Background: an optimization exercise with open tools, aiming at small area, a short achievable clock period and few clock cycles. Do not read the settings as production practice.
Function not checked in this run: the RTL went through the layout flow alone.
Power is estimated from default activity; no workload was simulated.

### design/flow/run.sh
#!/bin/bash
# synth_recipe.tcl (not shown) runs the flow's synth.tcl, then flattens the netlist and writes it again
# the make line also repeats each setting of config.mk as NAME=value (left out here)
make -C /OpenROAD-flow-scripts/flow DESIGN_CONFIG=/design/flow/config.mk WORK_HOME=/design/flow/orfs CLKGATE_MAP_FILE= SYNTH_SCRIPT=/design/flow/synth_recipe.tcl finish
### design/flow/config.mk
export PLATFORM = sky130hd
export DESIGN_NAME = JAM
export DESIGN_NICKNAME = JAM
export VERILOG_FILES = /design/flow/design.v
export SDC_FILE = /design/flow/constraint.sdc
export NUM_CORES = 4
export LEC_CHECK = 0
export CAP_MARGIN = 20
export CORE_MARGIN = 2
export CORE_UTILIZATION = 40
export PLACE_DENSITY = 0.6
export SLEW_MARGIN = 20
### design/flow/constraint.sdc
create_clock -name core_clock -period 5.0 [get_ports {CLK}]
set_input_delay 1.0000 -clock core_clock [delete_from_list [all_inputs] [get_ports {CLK}]]
set_output_delay 1.0000 -clock core_clock [all_outputs]
set_load 0.01 [all_outputs]
### design/flow/design.v
module JAM (
input CLK,
input RST,
output reg [2:0] W,
output reg [2:0] J,
input [6:0] Cost,
output reg [3:0] MatchCount,
output reg [9:0] MinCost,
output reg Valid );
reg [5:0]state;
reg [2:0]num[0:7];
reg [2:0]num_tmp[0:7];
reg [9:0]tmp_cost;
reg [3:0]ix;
reg [9:0]min_cost;
reg [3:0]match_count;
always @(posedge CLK or posedge RST) 
begin
	if(RST)
	begin
		state<=8;
		num_tmp[0]<=0;
		num_tmp[1]<=1;
		num_tmp[2]<=2;
		num_tmp[3]<=3;
		num_tmp[4]<=4;
		num_tmp[5]<=5;
		num_tmp[6]<=6;
		num_tmp[7]<=7;
		num[0]<=0;
		num[1]<=1;
		num[2]<=2;
		num[3]<=3;
		num[4]<=4;
		num[5]<=5;
		num[6]<=6;
		num[7]<=7;
		Valid<=0;
		MinCost<=0;
		MatchCount<=0;
    	end
	else if(Valid)
	begin
		Valid<=0;
	end
    	else 
    	begin
		case(state)
			5'd9:begin
				if(ix==8)
				begin
					num_tmp[0]<=num[0];
					num_tmp[1]<=num[1];
					num_tmp[2]<=num[2];
					num_tmp[3]<=num[3];
					num_tmp[4]<=num[4];
					num_tmp[5]<=num[5];
					num_tmp[6]<=num[6];
					num_tmp[7]<=num[7];
					state<=8;
				end
			end
			5'd8:begin
				if(num[7]>num[6])
				begin
					num[6]<=num[7];
					num[7]<=num[6];
					state<=9;
				end
				else if(num[6]>num[5])
				begin
					if(num[7]>num[5])
					begin
						num[5]<=num[7];
						num[7]<=num[5];
						state<=5;
					end
					else
					begin
						num[5]<=num[6];
						num[6]<=num[5];
						state<=5;
					end
				end
				else if(num[5]>num[4])
				begin
					if(num[7]>num[4])
					begin
						num[4]<=num[7];
						num[7]<=num[4];
						state<=4;
					end
					else if(num[6]>num[4])
					begin
						num[4]<=num[6];
						num[6]<=num[4];
						state<=4;
					end
					else
					begin
						num[4]<=num[5];
						num[5]<=num[4];
						state<=4;
					end
				end
				else if(num[4]>num[3])
				begin
					if(num[7]>num[3])
					begin
						num[3]<=num[7];
						num[7]<=num[3];
						state<=3;
					end
					else if(num[6]>num[3])
					begin
						num[3]<=num[6];
						num[6]<=num[3];
						state<=3;
					end
					else if(num[5]>num[3])
					begin
						num[3]<=num[5];
						num[5]<=num[3];
						state<=3;
					end
					else
					begin
						num[3]<=num[4];
						num[4]<=num[3];
						state<=3;
					end
				end
				else if(num[3]>num[2])
				begin
					if(num[7]>num[2])
					begin
						num[2]<=num[7];
						num[7]<=num[2];
						state<=2;
					end
					else if(num[6]>num[2])
					begin
						num[2]<=num[6];
						num[6]<=num[2];
						state<=2;
					end
					else if(num[5]>=num[2])
					begin
						num[2]<=num[5];
						num[5]<=num[2];
						state<=2;
					end
					else if(num[4]>=num[2])
					begin
						num[2]<=num[4];
						num[4]<=num[2];
						state<=2;
					end
					else
					begin
						num[2]<=num[3];
						num[3]<=num[2];
						state<=2;
					end
				end
				else if(num[2]>num[1])
				begin
					if(num[7]>num[1])
					begin
						num[1]<=num[7];
						num[7]<=num[1];
						state<=1;
					end
					else if(num[6]>num[1])
					begin
						num[1]<=num[6];
						num[6]<=num[1];
						state<=1;
					end
					else if(num[5]>num[1])
					begin
						num[1]<=num[5];
						num[5]<=num[1];
						state<=1;
					end
					else if(num[4]>num[1])
					begin
						num[1]<=num[4];
						num[4]<=num[1];
						state<=1;
					end
					else if(num[3]>num[1])
					begin
						num[1]<=num[3];
						num[3]<=num[1];
						state<=1;
					end
					else
					begin
						num[1]<=num[2];
						num[2]<=num[1];
						state<=1;
					end
				end
				else if(num[1]>num[0])
				begin
					if(num[7]>num[0])
					begin
						num[0]<=num[7];
						num[7]<=num[0];
						state<=0;
					end
					else if(num[6]>num[0])
					begin
						num[0]<=num[6];
						num[6]<=num[0];
						state<=0;
					end
					else if(num[5]>num[0])
					begin
						num[0]<=num[5];
						num[5]<=num[0];
						state<=0;
					end
					else if(num[4]>num[0])
					begin
						num[0]<=num[4];
						num[4]<=num[0];
						state<=0;
					end
					else if(num[3]>num[0])
					begin
						num[0]<=num[3];
						num[3]<=num[0];
						state<=0;
					end
					else if(num[2]>num[0])
					begin
						num[0]<=num[2];
						num[2]<=num[0];
						state<=0;
					end
					else
					begin
						num[0]<=num[1];
						num[1]<=num[0];
						state<=0;
					end
				end
				else
				begin
					state<=10;
				end
			end
			5'd10:begin
				if(ix==9)
					state<=11;
			end
			5'd11:begin
				Valid<=1;
				MinCost<=min_cost;
				MatchCount<=match_count;
				state<=12;
			end
			5'd12:begin
			end
			5'd5:begin
				num[6]<=num[7];
				num[7]<=num[6];
				state<=9;
			end
			5'd4:begin
				num[5]<=num[7];
				num[7]<=num[5];
				state<=9;
			end
			5'd3:begin
				num[4]<=num[7];
				num[5]<=num[6];
				num[6]<=num[5];
				num[7]<=num[4];
				state<=9;
			end
			5'd2:begin
				num[3]<=num[7];
				num[4]<=num[6];
				num[6]<=num[4];
				num[7]<=num[3];
				state<=9;
			end
			5'd1:begin
				num[2]<=num[7];
				num[3]<=num[6];
				num[4]<=num[5];
				num[5]<=num[4];
				num[6]<=num[3];
				num[7]<=num[2];
				state<=9;
			end
			5'd0:begin
				num[1]<=num[7];
				num[2]<=num[6];
				num[3]<=num[5];
				num[5]<=num[3];
				num[6]<=num[2];
				num[7]<=num[1];
				state<=9;
			end
		endcase
    	end
end
always @(posedge CLK or posedge RST)
begin
	if(RST)
	begin
		ix<=0;
		J<=0;
		W<=0;
	end
	else
	begin
		if(ix==8)
		begin
			ix<=ix+1;
		end
		else if(ix==9)
		begin
			ix<=0;
		end
		else
		begin
			J<=num_tmp[ix];
			W<=ix;
			ix<=ix+1;
		end
	end	
end
always @(posedge CLK or posedge RST)
begin
	if(RST)
	begin
		min_cost<=1023;
		match_count<=0;
		tmp_cost<=0;
	end
	else
	begin
		if(ix==9 && Valid==0)
		begin
			if(tmp_cost<min_cost)
			begin
				min_cost<=tmp_cost;
				match_count<=1;
				tmp_cost<=0;
			end
			else if(tmp_cost==min_cost)
			begin
				match_count<=match_count+1;
				tmp_cost<=0;
			end
			else
			begin
				tmp_cost<=0;
			end
		end
		else if(ix>0 && Valid==0)
		begin
			tmp_cost<=tmp_cost+Cost;
		end
	end
end
endmodule
==> flow_summary_export.csv <==
group,metric,value,unit
timing,fin_crit_sh,75.1,%
timing,tns,0,ns
cells_and_area,multi_input_area,0.00619,mm^2
detailed_routing,drc_errors,0,
timing,rsz0062_at_grt,"no",
die,start_util,40.7,%
yosys,syn_nets,1134,
detailed_routing,drt_iter0_drc,546,
power,p_int,0.00169,W
yosys,netlist_instances,1016,
detailed_routing,ant_nets,0,
placement,dp_hpwl,20.9,mm
cells_and_area,num_antenna_cells,0,
grt,grt_max_degree,68,
clocking,tritoncts,"done",
yosys,netlist.top_cell.by_area,"dfrtp_1",
detailed_routing,wirelength,29.1,mm
die,die_w,156,um
hold_path,worst_hold_path_type,"reg2reg",
timing,maxSlewViolCount,0,
critical_path,setup.worst_path.end_class,"register",
detailed_routing,viasPerCell,6.30,
yosys,seq_area_frac_synth,28.0,%
cells_and_area,layout_commonest_cell,"ha_1",
die,dieArea,0.0242,mm^2
detailed_routing,first_pass_iters,5,
power,p_leak,4.07,nW
cells_and_area,final_nets,1143,
yosys,synth-main-ff-cell,"dfrtp_1",
timing,hold_viol,0,
detailed_routing,num_vias,8289,
timing,final-setup-viol-count,0,
clocking,cts.clk_slew.worst_paths,0.08,ns
power,power_density,244,mW/mm^2
placement,gp_congestion,1.05,
critical_path,reg2reg_from,"num[6][1]",
cells_and_area,area_delta_synth_final,9.33,%
power,comb_power_share,28.3,%
yosys,synth.area.mux_share,11.7,%
cells_and_area,drive_gt1_share,16.4,%
yosys,synth.area.top_cells,"dfrtp_1 (18%), ha_1 (15%), dfstp_2 (10%), mux2_2 (7.7%), mux2i_1 (3.2%)",
cells_and_area,final_cell_mix,"ha_1 (108), nand2_1 (69), nor2_1 (67), dfrtp_1 (66), inv_1 (65)",
detailed_routing,wl_per_cell,22.1,um
hold_path,whs_endpoint,"num_tmp[2][2]",
outcome,outcome,"complete, no violations",
critical_path,reg2reg_to,"num[1][2]",
grt,grtUsageTotal,24.5,%
timing,holdWs,0.506,ns
critical_path,cp-start-kind,"register",
grt,overflow,0,
run,drv_cap,0,
yosys,synth_edf_count,0,
clocking,htreeDepth,3,
clocking,post_cts_buffers,0,
timing,min_period,3.75,ns
die,rows,55,
die,die_y,156,um
power,pwr-share-clk,28.3,%
critical_path,rrSetupSlack,1.25,ns
yosys,synth-compound-area-share,24.5,%
timing,slew_headroom,23.6,%
placement,port_buffers,29,
critical_path,cp_max_fo,19,
critical_path,critical_path_class,"reg2reg",
clocking,cts_num_sinks,101,
grt,grt_pass1_wl,46.1,mm
timing,worstMarginPinSlew,1.15,ns
hold_path,hold_path_depth,1,
die,ios,30,
grt,antenna_found_initial,0,
yosys,synth-xor-area-share,0.762,%
power,p_seq_share,43.4,%
yosys,yosys_warnings,3,
clocking,ctsHoldBuffers,0,
power,vdd_ir_drop_max,292,uV
cells_and_area,final-seq-area,0.00257,mm^2
grt,grt_pass1_vias,7909,
clocking,numCtsBuffers,9,
cells_and_area,fill_cells,2256,
yosys,syn_area,0.00919,mm^2
power,p_switching,0.000766,W
yosys,async_reset_ff_share,100,%
critical_path,rr_worst_depth,10,
yosys,synth-simple-area-share,15.3,%
power,netSwitchingFraction,31.2,%
timing,fin_skew,0.00818,ns
clocking,worstSkewPairLatency,0.36,ns
die,coreArea,0.0226,mm^2
yosys,synthAdderAreaFrac,14.9,%
yosys,synth_top_area_share,18.0,%
yosys,synth.distinct_cells,89,
timing,timing.fmax,266,MHz
yosys,syn_avg_cell_area,9.05,um^2
yosys,synth_top_family_by_area,"compound AO/OA/AOI/OAI gates",
hold_path,min_from,"num_tmp[2][2]",
critical_path,required,5.25,ns
clocking,post_cts_resize_count,0,
clocking,clock_path_buffers,2,
critical_path,crit_arrival,4.00,ns
clocking,clockRootBuffer,"clkbuf_16",
yosys,synth.ff_latch_count,101,
==> sequential cells by signal (all words and copies together) (netlist names) <==
register	count
J	3
MatchCount	4
MinCost	10
Valid	1
W	3
ix	4
match_count	4
min_cost	10
num	24
num_tmp	24
state	4
tmp_cost	10
==> logic make-up after synthesis <==
logic type / Yosys count
fa+ha+maj: 109
simple gates: 279
xor+xnor: 8
buf+inv: 112
mux: 99
compound gates: 308
flops: 101
==> worst max-delay path: stages, from the launching register on <==
cell and delay (ns):
dfstp_2 0.92, inv_1 0.33, ha_1 0.40, nor2b_1 0.14, o21ai_1 0.15, a32oi_1 0.08, buf_4 0.20, a21oi_1 0.33
inv_1 0.19, nor4_2 0.50, mux2_2 0.38
==> how the worst max path moves through the flow <==
stage | from | end | slack (ns) | depth (start not counted)
finish | num[6][1] | num[1][2] | 1.25 | 10
global route | num[6][1] | num[1][2] | 1.16 | 10
CTS | num[6][1] | num[1][2] | 1.35 | 10
detailed placement | num[6][1] | num[1][2] | 1.38 | 10
global placement | num[6][1] | num[1][2] | 1.39 | 10
floorplan | RST | J[0] | 1.41 | 1
==> stage by stage <==
stage / std cells / area, um^2 / power, W / setup WS [ns] / utilization (%)
6_report: 1315 / 10000 / 0.00245 / 1.25 / 44.5
5_1_grt: 1315 / 10000 / 0.00261 / 1.16 / 44.5
4_1_cts: 1315 / 10000 / 0.00248 / 1.35 / 44.5
3_5_place_dp: 1299 / 9760 / 0.00178 / 1.38 / 43.2
3_3_place_gp: 1299 / 9750 / 0.00177 / 1.39 / 43.2
2_1_floorplan: 1016 / 9190 / 0.00156 / 1.41 / -
==> final cells by class <==
| type | instances | share of cell area, % |
|---|---|---|
| clock inverters | 6 | 0.548 |
| repair buffers | 42 | 3.86 |
| multi-input cells | 803 | 61.6 |
| flip-flops and latches | 101 | 25.6 |
| inverters | 68 | 2.57 |
| well taps | 285 | 3.55 |
| clock buffers | 10 | 2.28 |
==> per-layer routing <==
metal / track usage (%) / vias to the layer above / wire (um)
met5: 0 / - / 0
met4: 10.0 / 0 / 1000
met3: 4.25 / 73 / 2090
met2: 38.6 / 337 / 13100
met1: 33.5 / 4025 / 12900
li1: - / 3854 / -
==> synthesized netlist by cell type, drive strengths merged (7+ instances only) <==
master    n
a32oi    11
ha      108
buf      19
dfstp    35
inv      67
o21ai    72
o22ai     8
nor2b    30
a21oi    49
nand3    32
a211oi   33
nor2     68
mux2     70
nor4      7
nor3     23
dfrtp    66
and3      7
a21o      8
mux2i    29
a31oi    15
or3       8
o21a     13
o31ai     9
nand2    71
o211ai   18
clkbuf   25
==> power by group through the flow <==
stage,logic [W],registers [W],clock network [W]
final,0.000695,0.00106,0.000695
after global routing,0.000790,0.00109,0.000732
after CTS,0.000699,0.00107,0.000712
after detailed placement,0.000696,0.00108,0
after global placement,0.000687,0.00108,0
after floorplan,0.000490,0.00107,0

-- separate check: timing with driven ports --
The flow's constraints put no driver on any port. The routed layout listed below was extracted and timed again, unchanged, in two steps.
Step 1 sets driving cells, clkbuf_16 on the clock port and buf_2 on the other inputs (assumed; they add their load-dependent delay and slew).
Step 2 times the ports against the registers' clock, not the clock port: input delays grow and output delays shrink by t, the midpoint of the rising clock arrivals with the driver on.
a / b / c = ideal / step 1 / step 2; a / b = the first two.
t, ns: 0.397
setup WS [ns]: 1.245 / 1.245 / 1.245
worst setup path at the end: register to register
clock arrival spread, ns: 0.010 / 0.009
worst register clock-pin slew, ns: 0.08 / 0.08
After both steps this run still meets setup and hold. The setup slack of this run moves by 0.000 ns with the drivers and by 0.000 ns with both steps.
